Context: an optimization exercise on an open-source flow, tuned for small area. The choices shown serve that exercise and are no tape-out recipe. RTL that was checked went through simulation tests only; none was proved equivalent to the original. Only the layout flow was run in run 4; the RTL was not checked for function there. No activity file was given, so power comes from the tool's default toggle rates.

==> flow/design.v <==
module joltage #(parameter int LENGTH = 100) (
    input logic clk, rst, start, data_valid,
    input logic [4*LENGTH-1:0] line_flat,
    output logic [15:0] joltage1_out,
    output logic [63:0] joltage2_out,
    output logic done
    );
    localparam int NB = 87;                    
    function automatic logic [3:0] half(input logic cin, input logic [3:0] d);
        half[0] = d[1] ^ cin;
        half[1] = d[2] ^ (cin & d[1]);
        half[2] = d[3] ^ (cin & ~(d[2] & d[1]));
        half[3] = cin & (d[3] | (d[2] & d[1]));
    endfunction
    function automatic logic ge(input logic [3:0] a, input logic [3:0] b);
        logic g3, g2, g1, e3, e2, e1;
        g3 = a[3] & ~b[3];  e3 = ~(a[3] ^ b[3]);
        g2 = a[2] & ~b[2];  e2 = ~(a[2] ^ b[2]);
        g1 = a[1] & ~b[1];  e1 = ~(a[1] ^ b[1]);
        ge = g3 | (e3 & (g2 | (e2 & (g1 | (e1 & (a[0] | ~b[0]))))));
    endfunction
    logic [2:0] q;            
    logic [7:0] sw;           
    logic run, clr, done_q;
    assign done = done_q;
    logic q0, q6, ph_r, ph_s, s_first, ph_d, ph_c, fin, d_hi, c_last;
    assign q0      = (q == 3'd0);
    assign q6      = (q == 3'd6);
    assign d_hi    = sw[7] & sw[6] & (sw[5] | (sw[4] & sw[3]));
    assign ph_r    = run & ~sw[7] & sw[6];
    assign ph_s    = run & sw[7] & ~d_hi;
    assign s_first = (sw == 8'd128);
    assign ph_d    = run & d_hi;
    assign c_last  = sw[1] & sw[0];
    assign ph_c    = run & ~sw[7] & ~sw[6] & ~(c_last & (q >= 3'd3));
    assign fin     = run & ~sw[7] & ~sw[6] & c_last & (q == 3'd2);
    always_ff @(posedge clk) begin : ctrl
        if (data_valid) begin
            q  <= 3'd0;
            sw <= 8'd118;
        end else begin
            q  <= q6 ? 3'd0 : q + 3'd1;
            if (q6) sw <= sw + 8'd1;
        end
        if (rst) begin
            run    <= 1'b0;
            done_q <= 1'b0;
            clr    <= 1'b1;
        end else begin
            if (data_valid) run <= 1'b1;
            else if (fin) run <= 1'b0;
            if (start) done_q <= 1'b0;
            else if (fin) done_q <= 1'b1;
            if (fin) clr <= 1'b0;
        end
    end
    logic [3:0] buf_q [0:NB-1];
    genvar s;
    generate
        for (s = 0; s < NB; s++) begin : g_buf
            localparam int DIG = (25 * s + 35) % NB;
            if (s == 0 || s % 2 == 1) begin : g_gated
                always_ff @(posedge clk)
                    buf_q[s] <= ~((line_flat[4*DIG +: 4] | {4{~data_valid}}) &
                                  (buf_q[(s + NB - 1) % NB] | {4{~run}}));
            end else begin : g_free
                always_ff @(posedge clk)
                    buf_q[s] <= ~((line_flat[4*DIG +: 4] & {4{data_valid}}) |
                                  buf_q[s - 1]);
            end
        end
    endgenerate
    logic [3:0] x;            
    assign x = buf_q[NB-1] ^ {4{~sw[0]}};
    logic [7:0] rot [0:6];
    logic [3:0] prev;
    logic act;
    logic [3:0] h0, h1, pe, y_sel, o0, o1;
    logic ae, force_sh, e0, e1, cin;
    assign h0 = rot[0][3:0];
    assign h1 = rot[0][7:4];
    assign y_sel    = (ph_r | s_first) ? prev : x;
    assign pe       = q0 ? y_sel : prev;
    assign ae       = (q < 3'd2) | act;
    assign force_sh = ph_r & ~q0;
    assign e0       = (ph_r | ph_s) & ae & (force_sh | ge(pe, h0));
    assign e1       = e0 & (force_sh | ge(h0, h1));
    assign cin      = (q >= 3'd2) & prev[0];
    always_comb begin : unit
        if (ph_d & (~q0 | (sw[7:4] == 4'b1110))) begin
            o0 = half(cin, h0);
            o1 = half(h0[0], h1);
        end else begin
            o0 = e0 ? pe : h0;
            o1 = e1 ? h0 : h1;
        end
    end
    always_ff @(posedge clk) begin : unit_seq
        if (data_valid)
            prev <= line_flat[4*97 +: 4];
        else
            prev <= q0 ? y_sel : h1;
        act <= e1;
    end
    genvar j;
    generate
        for (j = 0; j < 7; j++) begin : g_rot
            localparam int D0 = (j < 2) ? 98 : 83 + 2 * j;
            logic [7:0] nxt;
            if (j == 6) begin : g_tail
                assign nxt = {o1, o0};
            end else begin : g_mid
                assign nxt = rot[j+1];
            end
            always_ff @(posedge clk)
                rot[j] <= ({line_flat[4*(D0+1) +: 4], line_flat[4*D0 +: 4]} & {8{data_valid}}) |
                          (nxt & {8{run}});
        end
    endgenerate
    logic [15:0] j1;
    logic [63:0] j2;
    logic cy1, cy2, st1, st2, r1, r2, a1, a2, s1, s2, c1, c2;
    assign st1 = ph_d & q0 & (sw[7:4] == 4'b1110);
    assign st2 = (ph_d & q6) | ph_c;
    assign a1  = h1[0];
    assign a2  = ph_d & h1[0];
    assign r1  = j1[0] & ~clr;
    assign r2  = j2[0] & ~clr;
    assign s1  = r1 ^ a1 ^ cy1;
    assign s2  = r2 ^ a2 ^ cy2;
    assign c1  = (r1 & a1) | (r1 & cy1) | (a1 & cy1);
    assign c2  = (r2 & a2) | (r2 & cy2) | (a2 & cy2);
    always_ff @(posedge clk) begin : totals
        if (st1) j1 <= {s1, j1[15:1]};
        if (st2) j2 <= {s2, j2[63:1]};
        if (data_valid) begin
            cy1 <= 1'b0;
            cy2 <= 1'b0;
        end else begin
            if (st1) cy1 <= c1;
            if (st2) cy2 <= c2;
        end
    end
    assign joltage1_out = j1;
    assign joltage2_out = j2;
endmodule
==> flow/flow/run.sh <==
#!/bin/bash
# The standard layout (standard.sh), with two changes:
#  - port buffers are buf_1 instead of the default clkdlybuf4s50_1;
#  - the clock tree uses clkbuf_4 buffers, each driving up to 10 registers,
#    and no dummy loads.
export BUFFER_PORTS_ARGS="-buffer_cell sky130_fd_sc_hd__buf_1"
export CTS_ARGS="-sink_clustering_enable -repair_clock_nets -dont_use_dummy_load -buf_list {sky130_fd_sc_hd__clkbuf_4} -sink_clustering_size 10 -sink_clustering_max_diameter 45"
bash standard.sh > standard.log 2>&1
==> flow/standard.sh <==
#!/bin/bash
# synth_recipe.tcl (not shown) runs the flow's synth.tcl, then flattens the netlist and writes it again
# the make line also repeats each setting of config.mk as NAME=value (left out here)
make -C /OpenROAD-flow-scripts/flow DESIGN_CONFIG=/design/flow/config.mk WORK_HOME=/design/flow/orfs CLKGATE_MAP_FILE= SYNTH_SCRIPT=/design/flow/synth_recipe.tcl "${@:-finish}"
==> flow/config.mk <==
export PLATFORM = sky130hd
export DESIGN_NAME = joltage
export DESIGN_NICKNAME = joltage
export VERILOG_FILES = /design/flow/design.v
export SDC_FILE = /design/flow/constraint.sdc
export NUM_CORES = 4
export LEC_CHECK = 0
export CAP_MARGIN = 20
export CORE_MARGIN = 2
export CORE_UTILIZATION = 70
export SLEW_MARGIN = 20
==> flow/constraint.sdc <==
create_clock -name core_clock -period 25.0 [get_ports {clk}]
set_input_delay 5.0000 -clock core_clock [delete_from_list [all_inputs] [get_ports {clk}]]
set_output_delay 5.0000 -clock core_clock [all_outputs]
set_load 0.01 [all_outputs]
==> flow_summary_export.csv, run 1 <==
group,metric,value,unit
status,outcome,"finished clean",
timing,post-route-min-period,6.42,ns
die,ios,485,
placement,routabilityCongestion,0.938,
cts,cts_tree,"yes",
timing,fmax,156,MHz
detailed_routing,drtIter0Drc,880,
die,die_area,22400,um2
die,die_height,150,um
timing,slew_headroom,0.202,
yosys,synth_area,14800,um2
power_and_ir_drop,powerDensity,79.0,nW/um2
finish,synthToLayoutAreaGrowth,16.1,%
setup_path,cp-end-kind,"flip-flop",
detailed_routing,vias_per_cell,5.81,
global_route,top_usage_layer,"met2",
cts,ctsHoldBuffers,0,
cts,cts_sinks,505,
yosys,synth_nets,1585,
timing,setup-tns-final,0,ns
global_route,gr-total-overflow,0,
yosys,synth.area.top_cells,"dfxtp_1 (57%), edfxtp_1 (16%), o22ai_1 (7.4%)",
setup_path,startpoint_type,"input pin",
yosys,yosys.area.top_type,"dfxtp_1",
placement,dp_cells,1853,
detailed_routing,ant_nets,0,
yosys,ys_seq_area_frac,0.735,
global_route,grt_max_degree,229,
global_route,first_global_vias,11000,
global_route,grt_use_met2,0.556,
finish,nets,2056,
power_and_ir_drop,switching_share,0.231,
setup_path,worstPathArrival,6.96,ns
timing,rsz0062_at_grt,"no",
setup_path,cp_max_fo,228,
setup_path,cp.required,25.54,ns
die,rows,53,
yosys,syn_inst,1165,
yosys,syn_area_per_cell,12.7,um2
power_and_ir_drop,p_int,1.05,mW
cts,cts_max_level,2,
finish,instances_no_fill,1919,
yosys,synth_commonest_cells,"dfxtp_1 (425), a21oi_1 (187), o22ai_1 (176)",
placement,portBuffers,484,
detailed_routing,route.detailed.drc,0,
global_route,grt_usage,0.339,
power_and_ir_drop,irDropWorstVdd,0.0635,mV
detailed_routing,post_drt_wl_per_cell,20.5,um
cts,clockBufferDepth,3,
global_route,grt_use_met1,0.396,
global_route,use_met3,0.109,
cts,cts_buffers,56,
detailed_routing,wl,39.4,mm
setup_path,crit_type,"in -> reg",
cts,clk_pin_slew_worst_paths,0.10,ns
die,die_x,150,um
power_and_ir_drop,p_leak,6.29,nW
min_path,hp-class,"reg -> reg",
yosys,yosysUniqueCellTypes,50,
yosys,ys_warn_count,3,
yosys,ys_ff_latch,505,
power_and_ir_drop,switchingPower,0.315,mW
timing,finalCritPeriodShare,0.257,
global_route,grt_pass1_wl,58.0,mm
run,max-cap-violations,0,
power_and_ir_drop,p_comb_frac,0.082,
setup_path,r2r_slack,20.94,ns
global_route,antenna_found_initial,9,
timing,setup_viol,0,
timing,drv_slew,0,
detailed_routing,dr.pass1.iters,5,
cts,cts_resized,0,
yosys,synth_async_sr_flop_share,0,
placement,pre_cts_slack,17.97,ns
cts,clk_latency,0.70,ns
timing,tightest_slew,1.20,ns
placement,place_hpwl,27.4,mm
yosys,synth_ff_type,"dfxtp_1",
power_and_ir_drop,pwr-share-clk,0.245,
die,start_util,0.711,
yosys,yosysMostFrequentCell,"dfxtp_1",
finish,drive_gt1_frac,0.0459,
yosys,synth_edf_count,80,
timing,layout_setup_ws,18.58,ns
cts,post_cts_buffers,0,
yosys,synth_top_area_frac,0.573,
timing,timing.hold.ws,0.380,ns
timing,hold_violations,0,
power_and_ir_drop,seq_power_share,0.673,
detailed_routing,via_count,11200,
cts,root_buffer,"clkbuf_4",
die,core,20900,um2
timing,finClkSkew,0.0757,ns
-- state kept, by name, summed over array words and instances (netlist names) --
register  count
act           1
buf_q       348
clr           1
cy1           1
cy2           1
done_q        1
j1           16
j2           64
prev          4
q             3
rot          56
run           1
sw            8
-- worst max-delay path, cell delays in order --
cell	delay [ns]
clkbuf_4	0.29
buf_12	0.56
nand2_1	0.22
nor3b_1	0.23
a221oi_1	0.26
-- path summary, 6_finish.rpt --
check,from,endpoint,depth (start not counted)
worst max-delay path,data_valid,rot[6][4],5
worst min register to register,buf_q[83][1],buf_q[84][1],1
worst max register to register,run,rot[6][3],11
worst min-delay path,buf_q[83][1],buf_q[84][1],1
-- through the flow --
stage	area (um2)	total power [mW]	util
after floorplan	14800	0.993	-
after global placement	16800	1.03	0.804
after detailed placement	16800	1.04	0.804
after CTS	17200	1.36	0.824
after global routing	17200	1.41	0.825
final	17200	1.36	0.825
-- cell type report --
type,count,area [um2]
sequential,505,10900
fill,1277,3650
multi-input combinational,565,3580
timing repair buffer,490,1880
clock buffer,56,420
tap,275,344
inverter,18,77.6
antenna,10,25.0
-- cells in the final DEF (no fill, tap or decap), types with 4 or more instances in the layout --
cell type	instances
clkbuf_4	57
o22ai_1	176
buf_4	5
buf_1	483
inv_1	15
edfxtp_1	80
ha_1	14
nand2b_1	6
xnor2_1	9
nor3_1	4
o21ai_0	13
a21oi_1	187
a22o_1	49
a211oi_1	4
mux2i_1	6
nor2_1	16
dfxtp_1	424
xor2_1	4
nand3_1	9
and3_1	4
diode_2	10
nand2_1	21
-- power by group through the flow --
stage                     Sequential [mW]  Clock [mW]  Combinational [mW]
after detailed placement            0.932           0               0.109
final                               0.916       0.334               0.112
after global routing                0.921       0.369               0.123
after CTS                           0.915       0.339               0.110
after global placement              0.931           0               0.104
after floorplan                     0.923           0              0.0701
-- cells by family after synthesis --
family / Yosys count / share of synthesized area
AO/OA/AOI/OAI: 450 / 0.186
XOR/XNOR: 13 / 0.00767
adder cells (fa/ha/maj): 16 / 0.0145
buffers and inverters: 95 / 0.0247
flip-flops: 505 / 0.735
multiplexers: 10 / 0.00733
AND/OR/NAND/NOR: 76 / 0.0252
-- per-layer routing --
metal  up-vias  wire, um
met2       563     18900
li1       5230         -
met1      5223     14400
met4         0      2210
met3       142      3900
met5         -         0
==> run 2, diff against run 1 <==
--- a/flow/design.v
+++ b/flow/design.v
@@ -114,5 +114,11 @@
             end
-            always_ff @(posedge clk)
-                rot[j] <= ({line_flat[4*(D0+1) +: 4], line_flat[4*D0 +: 4]} & {8{data_valid}}) |
-                          (nxt & {8{run}});
+            if (j % 2 == 1) begin : g_free
+                always_ff @(posedge clk)
+                    rot[j] <= ({line_flat[4*(D0+1) +: 4], line_flat[4*D0 +: 4]} & {8{data_valid}}) |
+                              nxt;
+            end else begin : g_gated
+                always_ff @(posedge clk)
+                    rot[j] <= ({line_flat[4*(D0+1) +: 4], line_flat[4*D0 +: 4]} & {8{data_valid}}) |
+                              (nxt & {8{run}});
+            end
         end
==> flow_summary_export.csv, run 2 <==
group,metric,value,unit
timing,hold_violations,0,
finish,largest_reg_flops,348,
cts,cts_max_level,2,
cts,cts_tree,"yes",
global_route,first_global_vias,11000,
detailed_routing,ant_nets,0,
yosys,ys_warn_count,3,
timing,tightest_slew,1.10,ns
yosys,yosysUniqueCellTypes,50,
die,ios,485,
global_route,grt_pass1_wl,56.9,mm
power_and_ir_drop,p_leak,6.38,nW
finish,final_cell_mix,"buf_1 (483), dfxtp_1 (425), a21oi_1 (187), o22ai_1 (176), edfxtp_1 (80)",
timing,layout_setup_ws,18.35,ns
timing,slew_headroom,0.266,
placement,dp_cells,1853,
cts,clk_latency,0.72,ns
timing,finClkSkew,0.0702,ns
setup_path,cp_max_fo,113,
status,outcome,"finished clean",
yosys,synth_edf_count,80,
global_route,gr-total-overflow,0,
yosys,syn_area_per_cell,12.7,um2
global_route,grt_max_degree,189,
timing,finalCritPeriodShare,0.266,
min_path,hp-class,"reg -> reg",
run,max-cap-violations,0,
power_and_ir_drop,total_power,1.37,mW
yosys,yosys.area.top_type,"dfxtp_1",
finish,fin_area,17200,um2
setup_path,crit_type,"in -> reg",
timing,post-route-min-period,6.65,ns
detailed_routing,post_drt_wl_per_cell,19.9,um
finish,synthToLayoutAreaGrowth,16.2,%
min_path,hold_start,"buf_q[3][1]",
finish,instances_no_fill,1917,
timing,drv_slew,0,
finish,largest_register,"buf_q",
cts,cts_sinks,505,
setup_path,cp-startpoint,"data_valid",
timing,setup-tns-final,0,ns
die,die_height,149,um
placement,routabilityCongestion,0.903,
finish,layout_commonest_cell,"buf_1",
die,core,20900,um2
placement,place_area,16800,um2
yosys,synth_top_area_frac,0.575,
die,die_x,149,um
detailed_routing,wl,38.1,mm
yosys,syn_inst,1163,
yosys,yosysMostFrequentCell,"dfxtp_1",
finish,top_regs,"buf_q (348), j2 (64), rot (56)",
timing,timing.hold.ws,0.343,ns
yosys,ys_seq_area_frac,0.737,
die,rows,53,
finish,drive_gt1_frac,0.0453,
detailed_routing,dr.pass1.iters,7,
timing,rsz0062_at_grt,"no",
detailed_routing,via_count,11000,
yosys,ys_ff_latch,505,
detailed_routing,vias_per_cell,5.76,
yosys,synth_area,14800,um2
setup_path,rr_startpoint,"sw[0]",
finish,final_core_util,0.823,
die,start_util,0.709,
global_route,grt_usage,0.331,
placement,pre_cts_slack,17.43,ns
cts,ctsHoldBuffers,0,
yosys,synth_ff_type,"dfxtp_1",
cts,post_cts_buffers,0,
timing,setup_viol,0,
cts,clk_pin_slew_worst_paths,0.11,ns
finish,nets,2056,
cts,clockBufferDepth,3,
timing,fmax,150,MHz
setup_path,cp-end-kind,"flip-flop",
die,die_area,22300,um2
setup_path,startpoint_type,"input pin",
cts,cts_buffers,56,
placement,portBuffers,484,
cts,cts_resized,0,
yosys,synth.area.top_cells,"dfxtp_1 (57%), edfxtp_1 (16%), o22ai_1 (7.4%)",
yosys,synth_commonest_cells,"dfxtp_1 (425), a21oi_1 (187), o22ai_1 (176)",
global_route,antenna_found_initial,6,
cts,root_buffer,"clkbuf_4",
setup_path,r2r_slack,21.20,ns
detailed_routing,drtIter0Drc,924,
setup_path,worstPathArrival,7.20,ns
power_and_ir_drop,powerDensity,79.4,nW/um2
placement,place_hpwl,26.2,mm
setup_path,cp.required,25.55,ns
power_and_ir_drop,irDropWorstVdd,0.0576,mV
detailed_routing,route.detailed.drc,0,
yosys,synth_async_sr_flop_share,0,
yosys,synth_nets,1583,
[run 2: cell types whose count changed after synthesis, sizes merged]
| cell | before | now |
|---|---|---|
| clkbuf | 71 | 69 |
| a21o | 2 | 26 |
| a22o | 49 | 25 |
[run 2: critical path, stage by stage]
cell	delay, ns
clkbuf_4	0.42
inv_4	0.68
buf_6	0.72
o22ai_1	0.22
[run 2: power breakdown]
part / internal (mW) / leakage, nW / total (mW) / switching [mW]
sequential: 0.892 / 4.24 / 0.917 / 0.0255
clock: 0.103 / 0.258 / 0.337 / 0.234
combinational: 0.0535 / 1.88 / 0.111 / 0.0576
total: 1.05 / 6.38 / 1.37 / 0.317
[run 2: kinds of logic after synthesis]
group	after synthesis	synth area share
multiplexers	10	0.00735
flip-flops	505	0.737
AO/OA/AOI/OAI	450	0.184
XOR/XNOR	13	0.00769
adder cells (fa/ha/maj)	16	0.0145
buffers and inverters	93	0.0243
AND/OR/NAND/NOR	76	0.0253
[run 2: layout make-up]
type | instances | area [um2]
multi-input combinational | 565 | 3550
tap | 275 | 344
inverter | 18 | 75.1
timing repair buffer | 490 | 1880
sequential | 505 | 10900
antenna | 8 | 20.0
fill | 1250 | 3690
clock buffer | 56 | 420
[run 2: per-layer routing]
layer	GRT usage	wire length, um	vias to the layer above
met5	0	0	-
met4	0.181	1770	0
met3	0.0939	3450	127
met2	0.522	18400	528
met1	0.414	14500	5181
li1	-	-	5213
[run 2: final timing paths]
path                                endpoint  cells past startpoint
worst max-delay path            buf_q[51][2]                      4
worst min-delay path             buf_q[4][1]                      1
worst max register to register     rot[6][3]                     11
worst min register to register   buf_q[4][1]                      1
==> run 3, diff against run 2 <==
--- a/flow/design.v
+++ b/flow/design.v
@@ -56,2 +56,9 @@
     end
+    logic bshift, bsh_q;      
+    assign bshift = bsh_q & ~rst;
+    always_ff @(posedge clk) begin : bsh
+        if (rst) bsh_q <= 1'b0;
+        else if (data_valid) bsh_q <= 1'b1;
+        else if (d_hi) bsh_q <= 1'b0;
+    end
     logic [3:0] buf_q [0:NB-1];
@@ -61,9 +68,13 @@
             localparam int DIG = (25 * s + 35) % NB;
-            if (s == 0 || s % 2 == 1) begin : g_gated
+            if (s % 3 == 0) begin : g_gated
                 always_ff @(posedge clk)
                     buf_q[s] <= ~((line_flat[4*DIG +: 4] | {4{~data_valid}}) &
-                                  (buf_q[(s + NB - 1) % NB] | {4{~run}}));
-            end else begin : g_free
+                                  (buf_q[(s + NB - 1) % NB] | {4{~bshift}}));
+            end else if (s % 3 == 1) begin : g_free0
                 always_ff @(posedge clk)
                     buf_q[s] <= ~((line_flat[4*DIG +: 4] & {4{data_valid}}) |
+                                  buf_q[s - 1]);
+            end else begin : g_free1
+                always_ff @(posedge clk)
+                    buf_q[s] <= ~((line_flat[4*DIG +: 4] | {4{~data_valid}}) &
                                   buf_q[s - 1]);
==> flow_summary_export.csv, run 3 <==
group,metric,value,unit
power_and_ir_drop,p_int,1.04,mW
finish,instances_no_fill,1928,
yosys,yosysUniqueCellTypes,44,
timing,post-route-min-period,6.67,ns
yosys,synth_top_family_by_area,"compound AO/OA/AOI/OAI gates",
global_route,grt_use_met2,0.561,
die,die_x,149,um
cts,ctsHoldBuffers,0,
global_route,antenna_found_initial,11,
placement,place_hpwl,27.6,mm
setup_path,cp_cell_sequence,"clkbuf_4, buf_4, buf_4, o21ai_0",
detailed_routing,drtIter0Drc,674,
finish,synthToLayoutAreaGrowth,16.3,%
yosys,synth_edf_count,80,
yosys,synth_nets,1584,
die,die_area,22300,um2
yosys,syn_inst,1164,
yosys,synth_top_area_frac,0.576,
global_route,grt_use_met1,0.382,
detailed_routing,via_count,10900,
finish,top_regs,"buf_q (348), j2 (64), rot (56)",
setup_path,crit_type,"in -> reg",
yosys,yosysMostFrequentCell,"dfxtp_1",
detailed_routing,route.detailed.drc,0,
finish,drive_gt1_frac,0.0494,
timing,fmax,150,MHz
die,rows,53,
run,max-cap-violations,0,
finish,fin_area,17200,um2
yosys,ys_seq_area_frac,0.739,
power_and_ir_drop,seq_power_share,0.674,
die,core,20900,um2
setup_path,slowest_delay,0.81,ns
timing,finalCritPeriodShare,0.267,
power_and_ir_drop,switching_share,0.230,
setup_path,rr_startpoint,"q[1]",
setup_path,cp-startpoint,"data_valid",
cts,clk_pin_slew_worst_paths,0.11,ns
global_route,use_met3,0.113,
power_and_ir_drop,switchingPower,0.309,mW
yosys,synth_async_sr_flop_share,0,
timing,tightest_slew,1.04,ns
timing,rsz0062_at_grt,"no",
yosys,synth_ff_type,"dfxtp_1",
cts,cts_buffers,56,
setup_path,cp_max_fo,92,
status,outcome,"finished clean",
yosys,ys_ff_latch,506,
die,die_height,149,um
setup_path,critical-path-top-delay-family,"buffers and inverters",
yosys,yosys.area_share.simple,0.0240,
global_route,first_global_vias,10700,
timing,setup_viol,0,
global_route,grt_max_degree,121,
cts,post_cts_buffers,0,
yosys,synth_fa_ha_area_frac,0.0145,
yosys,synth_commonest_cells,"dfxtp_1 (426), o21ai_0 (136), a21oi_1 (129)",
yosys,synth.area.top_cells,"dfxtp_1 (58%), edfxtp_1 (16%), o22ai_1 (4.9%)",
detailed_routing,post_drt_wl_per_cell,20.2,um
die,ios,485,
min_path,hp-class,"reg -> reg",
power_and_ir_drop,pwr-share-clk,0.249,
yosys,synth_area,14800,um2
global_route,grt_pass1_wl,56.8,mm
detailed_routing,wl,38.9,mm
power_and_ir_drop,irDropWorstVdd,0.0598,mV
timing,drv_slew,0,
cts,clockBufferDepth,3,
cts,cts_resized,0,
placement,routabilityCongestion,0.871,
global_route,grt_usage,0.337,
die,start_util,0.708,
yosys,yosys.area.top_type,"dfxtp_1",
yosys,synthXorXnorAreaFrac,0.00829,
timing,hold_violations,0,
cts,cts_max_level,2,
detailed_routing,vias_per_cell,5.66,
power_and_ir_drop,p_comb_frac,0.076,
setup_path,cpMostUsedCell,"buf_4",
placement,dp_cells,1860,
setup_path,startpoint_type,"input pin",
detailed_routing,dr.pass1.iters,5,
yosys,synthMuxAreaShare,0.00981,
timing,finClkSkew,0.0410,ns
cts,cts_sinks,506,
timing,slew_headroom,0.308,
placement,place_area,16800,um2
finish,largest_reg_flops,348,
power_and_ir_drop,p_leak,6.38,nW
setup_path,crit_slowest_cell,"buf_4",
global_route,top_usage_layer,"met2",
yosys,syn_area_per_cell,12.7,um2
setup_path,worstPathArrival,7.21,ns
cts,cts_tree,"yes",
power_and_ir_drop,powerDensity,78.2,nW/um2
finish,layout_commonest_cell,"buf_1",
finish,fillers,1301,
setup_path,path_buf_inv,3,
timing,setup-tns-final,0,ns
yosys,synth_compound_area_frac,0.182,
cts,clk_latency,0.72,ns
placement,portBuffers,484,
finish,final_cell_mix,"buf_1 (483), dfxtp_1 (426), o21ai_0 (136), a21oi_1 (129), o22ai_1 (116)",
yosys,ys_warn_count,3,
finish,final_core_util,0.824,
placement,pre_cts_slack,17.67,ns
setup_path,cp-end-kind,"flip-flop",
cts,root_buffer,"clkbuf_4",
timing,layout_setup_ws,18.33,ns
min_path,hold_start,"buf_q[75][0]",
detailed_routing,ant_nets,0,
global_route,gr-total-overflow,0,
setup_path,cp.required,25.54,ns
finish,largest_register,"buf_q",
finish,nets,2063,
-- run 3: area by class of cell --
cell class / count / area [um2] / share of cell area
clock buffers: 56 / 420 / 0.0244
inverters: 19 / 76.3 / 0.00443
diodes: 12 / 30.0 / 0.00174
well taps: 275 / 344 / 0.0200
flip-flops and latches: 506 / 10900 / 0.635
multi-input cells: 569 / 3540 / 0.206
repair buffers: 491 / 1870 / 0.109
-- run 3: worst paths after layout --
path | endpoint | slack (ns) | cells after the start
worst max-delay path | prev[2] | 18.33 | 4
worst min-delay path | buf_q[76][0] | 0.37 | 1
worst max register to register | rot[6][7] | 21.37 | 11
worst min register to register | buf_q[76][0] | 0.37 | 1
-- run 3: layer usage --
metal / wire (um) / up-vias / part of all wire
met5: 0 / - / 0
met3: 3920 / 119 / 0.10
met4: 2040 / 0 / 0.053
li1: - / 5173 / -
met2: 19100 / 508 / 0.49
met1: 13800 / 5117 / 0.36
-- run 3: logic make-up after synthesis --
group / after synthesis
compound gates: 454
xor+xnor: 14
fa+ha+maj: 16
buf+inv: 89
flops: 506
mux: 14
simple gates: 71
-- run 3: power groups by stage --
| stage | clock network [mW] | logic [mW] | registers, mW |
|---|---|---|---|
| 2_1_floorplan | 0 | 0.0635 | 0.916 |
| 3_3_place_gp | 0 | 0.0961 | 0.924 |
| 3_5_place_dp | 0 | 0.102 | 0.925 |
| 4_1_cts | 0.341 | 0.102 | 0.908 |
| 5_1_grt | 0.372 | 0.115 | 0.913 |
| 6_report | 0.336 | 0.103 | 0.908 |
-- run 3: metrics by stage --
stage | total power [mW] | hold WS (ns)
floorplan | 0.980 | 0.354
global placement | 1.02 | 0.355
detailed placement | 1.03 | 0.361
CTS | 1.35 | 0.372
global route | 1.40 | 0.373
finish | 1.35 | 0.366
==> run 4, diff against run 3 <==
--- a/flow/design.v
+++ b/flow/design.v
@@ -56,9 +56,2 @@
     end
-    logic bshift, bsh_q;      
-    assign bshift = bsh_q & ~rst;
-    always_ff @(posedge clk) begin : bsh
-        if (rst) bsh_q <= 1'b0;
-        else if (data_valid) bsh_q <= 1'b1;
-        else if (d_hi) bsh_q <= 1'b0;
-    end
     logic [3:0] buf_q [0:NB-1];
@@ -68,15 +61,5 @@
             localparam int DIG = (25 * s + 35) % NB;
-            if (s % 3 == 0) begin : g_gated
-                always_ff @(posedge clk)
-                    buf_q[s] <= ~((line_flat[4*DIG +: 4] | {4{~data_valid}}) &
-                                  (buf_q[(s + NB - 1) % NB] | {4{~bshift}}));
-            end else if (s % 3 == 1) begin : g_free0
-                always_ff @(posedge clk)
-                    buf_q[s] <= ~((line_flat[4*DIG +: 4] & {4{data_valid}}) |
-                                  buf_q[s - 1]);
-            end else begin : g_free1
-                always_ff @(posedge clk)
-                    buf_q[s] <= ~((line_flat[4*DIG +: 4] | {4{~data_valid}}) &
-                                  buf_q[s - 1]);
-            end
+            always_ff @(posedge clk)
+                buf_q[s] <= ~((line_flat[4*DIG +: 4] & {4{data_valid}}) |
+                              (buf_q[(s + NB - 1) % NB] & {4{run}}));
         end
@@ -125,11 +108,5 @@
             end
-            if (j % 2 == 1) begin : g_free
-                always_ff @(posedge clk)
-                    rot[j] <= ({line_flat[4*(D0+1) +: 4], line_flat[4*D0 +: 4]} & {8{data_valid}}) |
-                              nxt;
-            end else begin : g_gated
-                always_ff @(posedge clk)
-                    rot[j] <= ({line_flat[4*(D0+1) +: 4], line_flat[4*D0 +: 4]} & {8{data_valid}}) |
-                              (nxt & {8{run}});
-            end
+            always_ff @(posedge clk)
+                rot[j] <= ({line_flat[4*(D0+1) +: 4], line_flat[4*D0 +: 4]} & {8{data_valid}}) |
+                          (nxt & {8{run}});
         end
--- a/flow/config.mk
+++ b/flow/config.mk
@@ -9,3 +9,3 @@
 export CORE_MARGIN = 2
-export CORE_UTILIZATION = 70
+export CORE_UTILIZATION = 60
 export SLEW_MARGIN = 20
==> flow_summary_export.csv, run 4 <==
group,metric,value,unit
setup_path,critical-path-top-delay-family,"buffers and inverters",
timing,finalCritPeriodShare,0.280,
setup_path,reg2reg_depth,10,
yosys,synth_fa_ha_area_frac,0.0138,
power_and_ir_drop,total_power,1.36,mW
power_and_ir_drop,p_leak,6.60,nW
global_route,antenna_found_initial,16,
finish,layout_commonest_cell,"buf_1",
yosys,synthXorXnorAreaFrac,0.00730,
cts,clk_latency,0.70,ns
die,start_util,0.605,
setup_path,crit_type,"in -> reg",
die,ios,485,
global_route,grt_max_degree,105,
global_route,grt_usage,0.271,
placement,pre_cts_slack,17.25,ns
detailed_routing,dr.pass1.iters,5,
timing,setup_viol,0,
finish,largest_reg_flops,348,
yosys,synth_top_family_by_area,"compound AO/OA/AOI/OAI gates",
setup_path,cp.required,25.63,ns
setup_path,cp_max_fo,104,
yosys,synth_async_sr_flop_share,0,
setup_path,startpoint_type,"input pin",
detailed_routing,drtIter0Drc,953,
yosys,yosys.area.top_type,"dfxtp_1",
detailed_routing,route.detailed.drc,0,
yosys,synthMuxAreaShare,0.00738,
setup_path,cp-end-kind,"flip-flop",
timing,drv_slew,0,
timing,slew_headroom,0.275,
cts,post_cts_buffers,0,
die,rows,59,
min_path,whs_path_depth,1,
status,outcome,"finished clean",
finish,final_core_util,0.699,
setup_path,worstPathArrival,7.64,ns
min_path,hold_start,"buf_q[72][3]",
setup_path,path_buf_inv,4,
setup_path,rr_startpoint,"sw[0]",
power_and_ir_drop,irDropWorstVdd,0.0530,mV
detailed_routing,wl,39.6,mm
detailed_routing,via_count,11200,
yosys,synth_compound_area_frac,0.219,
finish,multi_input_area,4260,um2
cts,clockBufferDepth,3,
power_and_ir_drop,powerDensity,75.8,nW/um2
yosys,synth_top_area_frac,0.546,
timing,timing.hold.ws,0.378,ns
yosys,synth_ff_type,"dfxtp_1",
die,die_height,165,um
cts,root_buffer,"clkbuf_4",
finish,top_regs,"buf_q (348), j2 (64), rot (56)",
min_path,hp-class,"reg -> reg",
yosys,synth.area.top_cells,"dfxtp_1 (55%), a22oi_1 (17%), edfxtp_1 (15%)",
detailed_routing,vias_per_cell,5.65,
finish,seqCellArea,10900,um2
placement,routabilityCongestion,0.827,
finish,final_cell_mix,"buf_1 (483), dfxtp_1 (424), a22oi_1 (352), edfxtp_1 (80), clkbuf_4 (57)",
finish,nets,2057,
cts,cts_sinks,505,
global_route,grt_pass1_wl,56.4,mm
setup_path,timing.rr.end,"rot[6][3]",
placement,place_hpwl,28.1,mm
cts,ctsHoldBuffers,0,
yosys,ys_warn_count,3,
yosys,synth_area,15600,um2
finish,synthToLayoutAreaGrowth,15.4,%
die,die_area,27300,um2
setup_path,slowest_delay,0.91,ns
cts,cts_tree,"yes",
cts,cts_resized,0,
yosys,syn_area_per_cell,13.2,um2
placement,portBuffers,484,
finish,drive_gt1_frac,0.0514,
timing,fmax,143,MHz
cts,cts_buffers,56,
cts,clk_pin_slew_worst_paths,0.10,ns
die,die_x,165,um
yosys,synth_commonest_cells,"dfxtp_1 (425), a22oi_1 (352), clkbuf_1 (85)",
detailed_routing,post_drt_wl_per_cell,20.0,um
timing,setup-tns-final,0,ns
run,max-cap-violations,0,
yosys,ys_seq_area_frac,0.700,
timing,rsz0062_at_grt,"no",
detailed_routing,ant_nets,0,
yosys,ys_ff_latch,505,
cts,cts_max_level,2,
die,core,25800,um2
timing,hold_violations,0,
yosys,yosysUniqueCellTypes,51,
timing,layout_setup_ws,17.99,ns
global_route,gr-total-overflow,0,
setup_path,cp_cell_sequence,"clkbuf_4, buf_4, buf_4, inv_1, o211ai_1",
timing,tightest_slew,1.09,ns
yosys,yosysMostFrequentCell,"dfxtp_1",
timing,post-route-min-period,7.01,ns
global_route,first_global_vias,10500,
finish,fillers,2049,
timing,finClkSkew,0.0507,ns
yosys,syn_inst,1183,
finish,largest_register,"buf_q",
setup_path,cpMostUsedCell,"buf_4",
setup_path,r2r_slack,21.29,ns
min_path,holdPathEnd,"buf_q[73][3]",
yosys,synth_edf_count,80,
setup_path,crit_slowest_cell,"buf_4",
yosys,yosys.area_share.simple,0.0253,
yosys,synth_nets,1603,
-- run 4: report_power, final --
group | internal [mW] | total (mW) | switching (mW) | leakage [nW]
clock network | 0.103 | 0.337 | 0.234 | 0.258
registers | 0.888 | 0.912 | 0.0244 | 4.24
logic | 0.0566 | 0.115 | 0.0585 | 2.10
-- run 4: layer usage --
layer / part of all wire / up-vias / GRT usage
li1: - / 5401 / -
met1: 0.39 / 5314 / 0.327
met2: 0.49 / 405 / 0.442
met3: 0.099 / 63 / 0.101
met4: 0.022 / 10 / 0.103
met5: 0.0017 / - / 0
-- run 4: final cells by class --
cell class                 count  share of cell area
clock buffer                  56              0.0234
antenna                       11             0.00153
multi-input combinational    564               0.237
sequential                   505               0.606
inverter                      16             0.00334
timing repair buffer         494               0.105
tap                          335              0.0233
-- run 4: cell families (layout without fill, tap and decap cells) --
group / after synthesis / count (layout)
compound gates: 451 / 451
fa+ha+maj: 16 / 16
buf+inv: 114 / 566
xor+xnor: 13 / 13
simple gates: 73 / 73
mux: 11 / 11
flops: 505 / 505
other cells: 0 / 11
-- run 4: how the worst max path moves through the flow --
stage	start	cells past startpoint	end
final	data_valid	5	sw[1]
after global routing	data_valid	5	sw[1]
after CTS	data_valid	5	sw[1]
after detailed placement	data_valid	5	sw[1]
after global placement	data_valid	5	sw[1]
after floorplan	data_valid	4	cy2
-- run 4: per-stage QoR --
step	std cells	cell area [um2]
after floorplan	1183	15600
after global placement	1914	17600
after detailed placement	1914	17600
after CTS	1970	18000
after global routing	1979	18000
final	1981	18000
-- run 4: worst register-to-register path, cell delays in order, from the launching register on --
cell      delay, ns
dfxtp_1        0.57
inv_1          0.09
ha_1           0.21
and4bb_4       0.22
a211oi_4       0.37
mux2_2         0.41
ha_1           0.22
or3b_2         0.48
a31oi_2        0.26
a21oi_1        0.22
o311ai_0       0.49

==> port drivers added, routing unchanged <==
The results above use ideal ports. As a check the final layouts listed here were re-extracted and re-timed, cells and wires unchanged.
Step 1: set_driving_cell puts a clkbuf_16 on clk and a buf_2 on each other input, an assumption about the parent block.
Step 2 adds t to the input delays and takes it off the output delays; t is the mean of the earliest and latest rising clock arrival at the registers after step 1. Input paths then give back, and output paths get back, about the clock's delay inside the block.
Three values: ideal, step 1, step 2; two values: the first two.
run	t (ns)	slack for setup (ns)	worst hold slack (ns)	latest minus earliest clock arrival (ns)
run 1	0.710	18.582 / 18.603 / 17.893	0.380 / 0.380 / 0.380	0.078 / 0.078
run 2	0.729	18.348 / 18.372 / 17.643	0.343 / 0.343 / 0.343	0.076 / 0.076
run 3	0.746	18.331 / 18.355 / 17.609	0.366 / 0.366 / 0.366	0.044 / 0.043
run 4	0.726	17.993 / 18.003 / 17.277	0.378 / 0.378 / 0.378	0.059 / 0.059
After both steps every run listed still meets setup and hold. The setup slack of run 3, which loses most, moves by +0.024 ns with the drivers and by -0.722 ns with both steps.
